Source: an optimization exercise on an open RTL-to-GDS flow (aim: small area, a short achievable clock period and few clock cycles). Production flows keep margins and buffers that such runs may drop. The RTL was checked by simulation tests, not by an equivalence proof against the original design.

==> flow/design.v <==
`default_nettype none
module dot_prod (
  input wire clk, r_enable,
  input wire[9:0] init_i_t_a,
  input wire signed[63:0] init_acc_t_a,
  output wire[9:0] a_addr,
  input wire signed[26:0] a_rdata,
  output wire[9:0] b_addr,
  input wire signed[26:0] b_rdata,
  output reg w_enable,
  output reg signed[63:0] result
);
  reg[4:0] stateR;
  reg[4:0] linkreg;
  reg[63:0] reg0;
  wire[63:0] stationReg0;
  reg[63:0] reg1;
  wire[63:0] stationReg1;
  reg[63:0] reg2;
  wire[63:0] stationReg2;
  reg[63:0] reg3;
  wire[63:0] stationReg3;
  reg[63:0] reg4;
  wire[63:0] stationReg4;
  reg[63:0] reg5;
  wire[63:0] stationReg5;
  reg[63:0] reg6;
  wire[63:0] stationReg6;
  reg[63:0] reg7;
  wire[63:0] stationReg7;
  reg[63:0] reg8;
  wire[63:0] stationReg8;
  reg[63:0] reg9;
  wire[63:0] stationReg9;
  reg[63:0] reg10;
  wire[63:0] stationReg10;
  reg[63:0] reg11;
  wire[63:0] stationReg11;
  reg[63:0] reg12;
  wire[63:0] stationReg12;
  reg[63:0] reg13;
  wire[63:0] stationReg13;
  reg[63:0] reg14;
  wire[63:0] stationReg14;
  reg[63:0] reg15;
  wire[63:0] stationReg15;
  reg[63:0] reg16;
  wire[63:0] stationReg16;
  reg[63:0] reg17;
  wire[63:0] stationReg17;
  reg[63:0] reg18;
  wire[63:0] stationReg18;
  reg[63:0] reg19;
  wire[63:0] stationReg19;
  reg[63:0] reg20;
  wire[63:0] stationReg20;
  reg[63:0] reg21;
  wire[63:0] stationReg21;
  reg[63:0] reg22;
  wire[63:0] stationReg22;
  reg[63:0] reg23;
  wire[63:0] stationReg23;
  wire[9:0] in0_Bin0;
  wire[9:0] in1_Bin0;
  wire out0_Bin0 = in0_Bin0 == in1_Bin0;
  wire[9:0] in0_Bin1;
  wire in1_Bin1;
  wire[9:0] out0_Bin1 = in0_Bin1 + in1_Bin1;
  wire signed[63:0] in0_Bin2;
  wire signed[26:0] in1_Bin2;
  wire signed[63:0] out0_Bin2 = in0_Bin2 * in1_Bin2;
  wire signed[63:0] in0_Bin3;
  wire signed[63:0] in1_Bin3;
  wire signed[63:0] out0_Bin3 = in0_Bin3 + in1_Bin3;
  wire[9:0] arrAddr_a;
  wire signed[26:0] arrRData_a = a_rdata;
  assign a_addr = arrAddr_a;
  wire[9:0] arrAddr_b;
  wire signed[26:0] arrRData_b = b_rdata;
  assign b_addr = arrAddr_b;
  assign in1_Bin2 =
    stateR == 5'd7 ? {reg14[63], reg14[26:0]} :
    stateR == 5'd10 ? {reg14[63], reg14[26:0]} :
    stateR == 5'd11 ? {reg14[63], reg14[26:0]} :
    stateR == 5'd12 ? {reg19[63], reg19[26:0]} :
    stateR == 5'd15 ? {reg19[63], reg19[26:0]} :
    stateR == 5'd16 ? {reg19[63], reg19[26:0]} :
    stateR == 5'd17 ? {reg9[63], reg9[26:0]} :
    'x;
  assign in0_Bin0 =
    stateR == 5'd1 ? reg0[9:0] :
    stateR == 5'd2 ? reg10[9:0] :
    stateR == 5'd5 ? reg12[9:0] :
    stateR == 5'd10 ? reg13[9:0] :
    stateR == 5'd15 ? reg20[9:0] :
    'x;
  assign in1_Bin3 =
    stateR == 5'd8 ? reg17 :
    stateR == 5'd12 ? reg17 :
    stateR == 5'd13 ? reg15 :
    stateR == 5'd15 ? reg17 :
    stateR == 5'd16 ? reg17 :
    stateR == 5'd17 ? reg15 :
    stateR == 5'd18 ? reg23 :
    'x;
  assign in0_Bin1 =
    stateR == 5'd1 ? reg0[9:0] :
    stateR == 5'd2 ? reg10[9:0] :
    stateR == 5'd5 ? reg12[9:0] :
    stateR == 5'd10 ? reg13[9:0] :
    stateR == 5'd15 ? reg20[9:0] :
    'x;
  assign in0_Bin3 =
    stateR == 5'd8 ? reg1 :
    stateR == 5'd12 ? reg1 :
    stateR == 5'd13 ? reg17 :
    stateR == 5'd15 ? reg1 :
    stateR == 5'd16 ? reg1 :
    stateR == 5'd17 ? reg17 :
    stateR == 5'd18 ? reg22 :
    'x;
  assign in1_Bin1 =
    stateR == 5'd1 ? 1'd1 :
    stateR == 5'd2 ? 1'd1 :
    stateR == 5'd5 ? 1'd1 :
    stateR == 5'd10 ? 1'd1 :
    stateR == 5'd15 ? 1'd1 :
    'x;
  assign in0_Bin2 =
    stateR == 5'd7 ? reg15 :
    stateR == 5'd10 ? reg15 :
    stateR == 5'd11 ? reg15 :
    stateR == 5'd12 ? reg18 :
    stateR == 5'd15 ? reg18 :
    stateR == 5'd16 ? reg18 :
    stateR == 5'd17 ? reg14 :
    'x;
  assign in1_Bin0 =
    stateR == 5'd1 ? 10'd1000 :
    stateR == 5'd2 ? 10'd1000 :
    stateR == 5'd5 ? 10'd1000 :
    stateR == 5'd10 ? 10'd1000 :
    stateR == 5'd15 ? 10'd1000 :
    'x;
  assign arrAddr_a =
    stateR == 5'd2 ? reg0[9:0] :
    stateR == 5'd5 ? reg10[9:0] :
    stateR == 5'd10 ? reg12[9:0] :
    stateR == 5'd15 ? reg13[9:0] :
    10'd0;
  assign arrAddr_b =
    stateR == 5'd2 ? reg0[9:0] :
    stateR == 5'd5 ? reg10[9:0] :
    stateR == 5'd10 ? reg12[9:0] :
    stateR == 5'd15 ? reg13[9:0] :
    10'd0;
  assign stationReg0 =
    stateR == 5'd15 ? {54'd0, out0_Bin1} :
    reg0;
  assign stationReg1 =
    stateR == 5'd15 ? {63'd0, out0_Bin0} :
    reg1;
  assign stationReg2 =
    stateR == 5'd18 ? out0_Bin3 :
    reg2;
  assign stationReg3 =
    reg3;
  assign stationReg4 =
    reg4;
  assign stationReg5 =
    reg5;
  assign stationReg6 =
    reg6;
  assign stationReg7 =
    reg7;
  assign stationReg8 =
    reg8;
  assign stationReg9 =
    stateR == 5'd1 ? {63'd0, out0_Bin0} :
    stateR == 5'd15 ? {{37{arrRData_b[26]}}, arrRData_b} :
    stateR == 5'd16 ? {{37{arrRData_b[26]}}, arrRData_b} :
    reg9;
  assign stationReg10 =
    stateR == 5'd1 ? {54'd0, out0_Bin1} :
    reg10;
  assign stationReg11 =
    stateR == 5'd2 ? {63'd0, out0_Bin0} :
    reg11;
  assign stationReg12 =
    stateR == 5'd2 ? {54'd0, out0_Bin1} :
    reg12;
  assign stationReg13 =
    stateR == 5'd5 ? {54'd0, out0_Bin1} :
    reg13;
  assign stationReg14 =
    stateR == 5'd5 ? {{37{arrRData_b[26]}}, arrRData_b} :
    stateR == 5'd6 ? {{37{arrRData_b[26]}}, arrRData_b} :
    stateR == 5'd15 ? {{37{arrRData_a[26]}}, arrRData_a} :
    stateR == 5'd16 ? {{37{arrRData_a[26]}}, arrRData_a} :
    reg14;
  assign stationReg15 =
    stateR == 5'd5 ? {{37{arrRData_a[26]}}, arrRData_a} :
    stateR == 5'd6 ? {{37{arrRData_a[26]}}, arrRData_a} :
    stateR == 5'd12 ? out0_Bin2 :
    stateR == 5'd15 ? out0_Bin2 :
    stateR == 5'd16 ? out0_Bin2 :
    reg15;
  assign stationReg16 =
    stateR == 5'd5 ? {63'd0, out0_Bin0} :
    reg16;
  assign stationReg17 =
    stateR == 5'd7 ? out0_Bin2 :
    stateR == 5'd8 ? out0_Bin3 :
    stateR == 5'd10 ? out0_Bin2 :
    stateR == 5'd11 ? out0_Bin2 :
    stateR == 5'd12 ? out0_Bin3 :
    stateR == 5'd15 ? out0_Bin3 :
    stateR == 5'd16 ? out0_Bin3 :
    reg17;
  assign stationReg18 =
    stateR == 5'd10 ? {{37{arrRData_a[26]}}, arrRData_a} :
    stateR == 5'd11 ? {{37{arrRData_a[26]}}, arrRData_a} :
    reg18;
  assign stationReg19 =
    stateR == 5'd10 ? {{37{arrRData_b[26]}}, arrRData_b} :
    stateR == 5'd11 ? {{37{arrRData_b[26]}}, arrRData_b} :
    reg19;
  assign stationReg20 =
    stateR == 5'd10 ? {54'd0, out0_Bin1} :
    reg20;
  assign stationReg21 =
    stateR == 5'd10 ? {63'd0, out0_Bin0} :
    reg21;
  assign stationReg22 =
    stateR == 5'd13 ? out0_Bin3 :
    stateR == 5'd17 ? out0_Bin3 :
    reg22;
  assign stationReg23 =
    stateR == 5'd17 ? out0_Bin2 :
    reg23;
  always @(posedge clk) begin
    if(r_enable) begin
      stateR <= '0;
      linkreg <= '1;
      w_enable <= 1'd0;
      reg0 <= {54'd0, init_i_t_a};
      reg1 <= init_acc_t_a;
    end else begin
      case(stateR)
        '1: begin
          w_enable <= 1'd1;
          result <= reg0;
        end
        5'd0: stateR <= 5'd1;
        5'd1: stateR <= (stationReg9) ? 5'd4 : 5'd2;
        5'd2: stateR <= (stationReg11) ? 5'd6 : 5'd5;
        5'd4: stateR <= linkreg;
        5'd5: stateR <= (stationReg16) ? 5'd11 : 5'd10;
        5'd6: stateR <= 5'd7;
        5'd7: stateR <= 5'd8;
        5'd8: stateR <= linkreg;
        5'd10: stateR <= (stationReg21) ? 5'd16 : 5'd15;
        5'd11: stateR <= 5'd12;
        5'd12: stateR <= 5'd13;
        5'd13: stateR <= linkreg;
        5'd15: stateR <= (stationReg1) ? 5'd16 : 5'd15;
        5'd16: stateR <= 5'd17;
        5'd17: stateR <= 5'd18;
        5'd18: stateR <= linkreg;
      endcase
      case(stateR)
        5'd4: reg0 <= stationReg1;
        5'd8: reg0 <= stationReg17;
        5'd13: reg0 <= stationReg22;
        5'd15: reg0 <= stationReg10;
        5'd18: reg0 <= stationReg2;
        default: reg0 <= stationReg0;
      endcase
      case(stateR)
        5'd15: reg1 <= stationReg17;
        default: reg1 <= stationReg1;
      endcase
      case(stateR)
        5'd15: reg2 <= stationReg5;
        default: reg2 <= stationReg2;
      endcase
      case(stateR)
        default: reg3 <= stationReg3;
      endcase
      case(stateR)
        default: reg4 <= stationReg4;
      endcase
      case(stateR)
        5'd15: reg5 <= stationReg3;
        default: reg5 <= stationReg5;
      endcase
      case(stateR)
        default: reg6 <= stationReg6;
      endcase
      case(stateR)
        default: reg7 <= stationReg7;
      endcase
      case(stateR)
        5'd15: reg8 <= stationReg6;
        default: reg8 <= stationReg8;
      endcase
      case(stateR)
        5'd15: reg9 <= stationReg11;
        default: reg9 <= stationReg9;
      endcase
      case(stateR)
        5'd15: reg10 <= stationReg12;
        default: reg10 <= stationReg10;
      endcase
      case(stateR)
        5'd15: reg11 <= stationReg16;
        default: reg11 <= stationReg11;
      endcase
      case(stateR)
        5'd15: reg12 <= stationReg13;
        default: reg12 <= stationReg12;
      endcase
      case(stateR)
        5'd15: reg13 <= stationReg20;
        default: reg13 <= stationReg13;
      endcase
      case(stateR)
        5'd15: reg14 <= stationReg19;
        default: reg14 <= stationReg14;
      endcase
      case(stateR)
        5'd15: reg15 <= stationReg18;
        default: reg15 <= stationReg15;
      endcase
      case(stateR)
        5'd15: reg16 <= stationReg21;
        default: reg16 <= stationReg16;
      endcase
      case(stateR)
        5'd15: reg17 <= stationReg15;
        default: reg17 <= stationReg17;
      endcase
      case(stateR)
        5'd15: reg18 <= stationReg14;
        default: reg18 <= stationReg18;
      endcase
      case(stateR)
        5'd15: reg19 <= stationReg9;
        default: reg19 <= stationReg19;
      endcase
      case(stateR)
        5'd15: reg20 <= stationReg0;
        default: reg20 <= stationReg20;
      endcase
      case(stateR)
        5'd15: reg21 <= stationReg1;
        default: reg21 <= stationReg21;
      endcase
      case(stateR)
        5'd15: reg22 <= stationReg2;
        default: reg22 <= stationReg22;
      endcase
      case(stateR)
        5'd15: reg23 <= stationReg8;
        default: reg23 <= stationReg23;
      endcase
    end
  end
endmodule  
`default_nettype wire
==> flow/run.sh <==
#!/bin/bash
# synth_recipe.tcl (not shown) runs the flow's synth.tcl, then flattens the netlist and writes it again
# the make line also repeats each setting of config.mk as NAME=value (left out here)
make -C /OpenROAD-flow-scripts/flow DESIGN_CONFIG=/design/flow/config.mk WORK_HOME=/design/flow/orfs CLKGATE_MAP_FILE= SYNTH_SCRIPT=/design/flow/synth_recipe.tcl finish
==> flow/config.mk <==
export PLATFORM = sky130hd
export DESIGN_NAME = dot_prod
export DESIGN_NICKNAME = dot_prod
export VERILOG_FILES = /design/flow/design.v
export SDC_FILE = /design/flow/constraint.sdc
export NUM_CORES = 4
export LEC_CHECK = 0
export CAP_MARGIN = 20
export CORE_MARGIN = 2
export CORE_UTILIZATION = 40
export SLEW_MARGIN = 20
==> flow/constraint.sdc <==
create_clock -name core_clock -period 14.0 [get_ports {clk}]
set_input_delay 2.8000 -clock core_clock [delete_from_list [all_inputs] [get_ports {clk}]]
set_output_delay 2.8000 -clock core_clock [all_outputs]
set_load 0.01 [all_outputs]
==> reports/results.tsv <==
stage	metric	value	unit
run_status	outcome	timing/DRC/antenna clean	
logic_synthesis	synth_area	97100	sq um
logic_synthesis	async_flop_share	0	%
die	start_util	40.3	%
placement	dpl.cell_count	13400	
timing	setup_slack	1.19	ns
logic_synthesis	synth_edf_count	1003	
clock_tree	cts_buffers	120	
min_path	hp-class	reg2reg	
clock_tree	cts_tree	yes	
clock_tree	postCtsSetupRepairBufs	0	
die	io_pins	215	
drt	drc	0	
drt	routedWlPerCell	28.1	um
timing	final.setup.tns	0	ns
worst_setup_path	crit_required	14.61	ns
logic_synthesis	ys_ff_latch	1074	
grt	gr-total-overflow	0	
timing	rsz0062_at_grt	false	
drt	vias_per_cell	5.92	
grt	grt_pass1_vias	80100	
logic_synthesis	yosysWarnings	1	
clock_tree	clk_path_buf_depth	3	
placement	dp_slack	1.59	ns
worst_setup_path	critPathMaxFanout	53	
clock_tree	clk_pin_slew_worst_paths	0.06	ns
worst_setup_path	cp-end-kind	flop	
timing	setup_viol	0	
cells_and_area	nets	12000	
clock_tree	cts_hold_buf	0	
die	die_area	247000	sq um
placement	place_congestion	0.997	
worst_setup_path	critPathKind	reg2reg	
logic_synthesis	yosysSeqAreaShare	32.5	%
placement	dp_hpwl	288000	um
clock_tree	worstSkewPairLatency	0.80	ns
cells_and_area	drive_gt1_share	6.11	%
logic_synthesis	yosysMostFrequentCell	nand2_1	
grt	grt_max_degree	194	
drt	drt_wl_total	385000	um
grt	antenna_found_initial	22	
die	coreArea	241000	sq um
clock_tree	postCtsResizedCells	0	
timing	report.final.slew_viol_count	0	
logic_synthesis	synth_top_area_share	31.0	%
logic_synthesis	synth.top_cells.by_area	edfxtp_1 31%, fa_1 25%, nand2_1 7.6%	
logic_synthesis	synth_fp_nets	12100	
drt	antenna_left	0	
placement	io_buffers	214	
timing	min_period	12.81	ns
logic_synthesis	synth_cell_type_count	84	
logic_synthesis	synth_area_leader_cell	edfxtp_1	
grt	grt_first_pass_wirelength	558000	um
grt	grt_usage	30.9	%
clock_tree	htree_num_levels	3	
cells_and_area	stdcell_count	13700	
timing	worst_pin_slew	1.14	ns
die	rows	180	
worst_setup_path	critPathLaunchType	flop	
logic_synthesis	synth.avg_cell_area	9.22	sq um
die	die_height	497	um
die	die_w	497	um
logic_synthesis	synth_mux_area_share	1.30	%
timing	final_hold_viol_count	0	
logic_synthesis	synth-compound-area-share	13.6	%
cells_and_area	syn_to_final_growth	10.4	%
timing	fmax	78.1	MHz
clock_tree	cts.sinks	1074	
logic_synthesis	synth_top_family_by_area	adder cells	
timing	fin_skew	0.100	ns
worst_setup_path	crit_arrival	13.42	ns
worst_setup_path	crit_slowest_cell	mux2i_2	
timing	period_share	91.5	%
logic_synthesis	synth_fa_ha_area_share	28.2	%
worst_setup_path	cp_top_family	adder cells	
worst_setup_path	cp_num_buf_inv	6	
logic_synthesis	synthXorXnorAreaFrac	1.60	%
logic_synthesis	yosys-top-cells-count	1955 x nand2_1, 1350 x inv_1, 1206 x fa_1	
drt	routed-via-count	81000	
job	drv_cap	0	
drt	drt_iter0_drc	10100	
timing	slew_headroom	22.7	%
drt	dr.pass1.iters	9	
worst_setup_path	cpMostUsedCell	fa_1	
logic_synthesis	synth-main-ff-cell	edfxtp_1	
logic_synthesis	syn_inst	10500	
logic_synthesis	yosys.area_share.simple	14.6	%
clock_tree	clk_root_buffer_cell	clkbuf_16	
worst_setup_path	worst_path_largest_cell_delay	0.87	ns
state kept, by name, summed over array words and instances (netlist names), 64 cells and up, named ones only:
name	cells
reg19	64
reg22	64
reg10	64
reg13	64
reg20	64
result	64
reg14	64
reg12	64
reg2	64
reg18	64
reg0	64
reg15	64
reg17	64
reg23	64
per-stage QoR:
step                area, sq um  hold WS [ns]  utilization [%]
floorplan                 97100         0.408                -
global placement         103000         0.418             42.7
detailed placement       103000         0.420             42.8
CTS                      107000         0.433             44.5
global route             107000         0.441             44.5
finish                   107000         0.431             44.5
cells by family after synthesis:
kind of cell,count (synthesis)
xor gates and xnor gates,170
muxes,116
and+or+nand+nor,3470
adders and majority gates,1463
AOI/OAI and AO/OA,2124
buffers and inverters,2118
DFF,1074
worst paths after layout:
kind                                 from         end  slack, ns  cells past startpoint
worst max-delay path            stateR[4]   reg15[60]       1.19                     32
worst min-delay path             reg0[42]  result[42]       0.43                      0
worst max register to register  stateR[4]   reg15[60]       1.19                     32
worst min register to register   reg0[42]  result[42]       0.43                      0
per-layer routing:
| layer | global-route usage, % | vias up | part of all wire (%) |
|---|---|---|---|
| met5 | 0 | - | 0.014 |
| met2 | 45.2 | 4632 | 43 |
| met3 | 7.08 | 761 | 11 |
| li1 | - | 34400 | - |
| met1 | 42.8 | 41200 | 40 |
| met4 | 15.6 | 8 | 6.0 |
cell usage in the layout (no fill, tap or decap), types with 71 or more instances in the layout:
master,instances
a21o_1,183
a21oi_1,644
a31oi_1,102
and3_1,108
buf_4,271
clkbuf_16,121
clkdlybuf4s50_1,213
dfxtp_1,71
edfxtp_1,1003
fa_1,1206
ha_1,257
inv_1,1349
nand2_1,1947
nand3_1,198
nor2_1,974
o21ai_0,489
o22ai_1,197
xnor2_1,105
area by class of cell:
cell class | count | area, sq um
antenna | 5 | 12.5
inverter | 1352 | 5080
fill | 23300 | 134000
clock buffer | 174 | 3370
sequential | 1074 | 31500
multi-input combinational | 7343 | 58100
tap | 3185 | 3990
clock inverter | 52 | 666
timing repair buffer | 496 | 4370
Testbench counts, summed over its fixed seeds: cycles 64,448.

## static timing again, ports no longer ideal
No port has a modelled driver above. Below, the same layout with a new extraction and two added sets of constraints. Step 1 sets driving cells, clkbuf_16 on the clock port and buf_2 on the other inputs (assumed; they add their load-dependent delay and slew). Step 2 moves the port delays by t, midway between the first and last clock arrival at a register: inputs arrive t later, outputs are due t later. That takes back most of the time a late clock gives input paths. Slacks: ideal / step 1 / step 2; pairs: ideal / step 1.
t, ns: 0.830
setup slack, ns: 1.195 / 1.195 / 1.195
clock arrival spread, ns: 0.101 / 0.100
cell pins on the clock port's net: 1
After both steps this run still meets setup and hold. For this run, drivers alone change the setup slack by 0.000 ns; drivers and shift together by 0.000 ns.
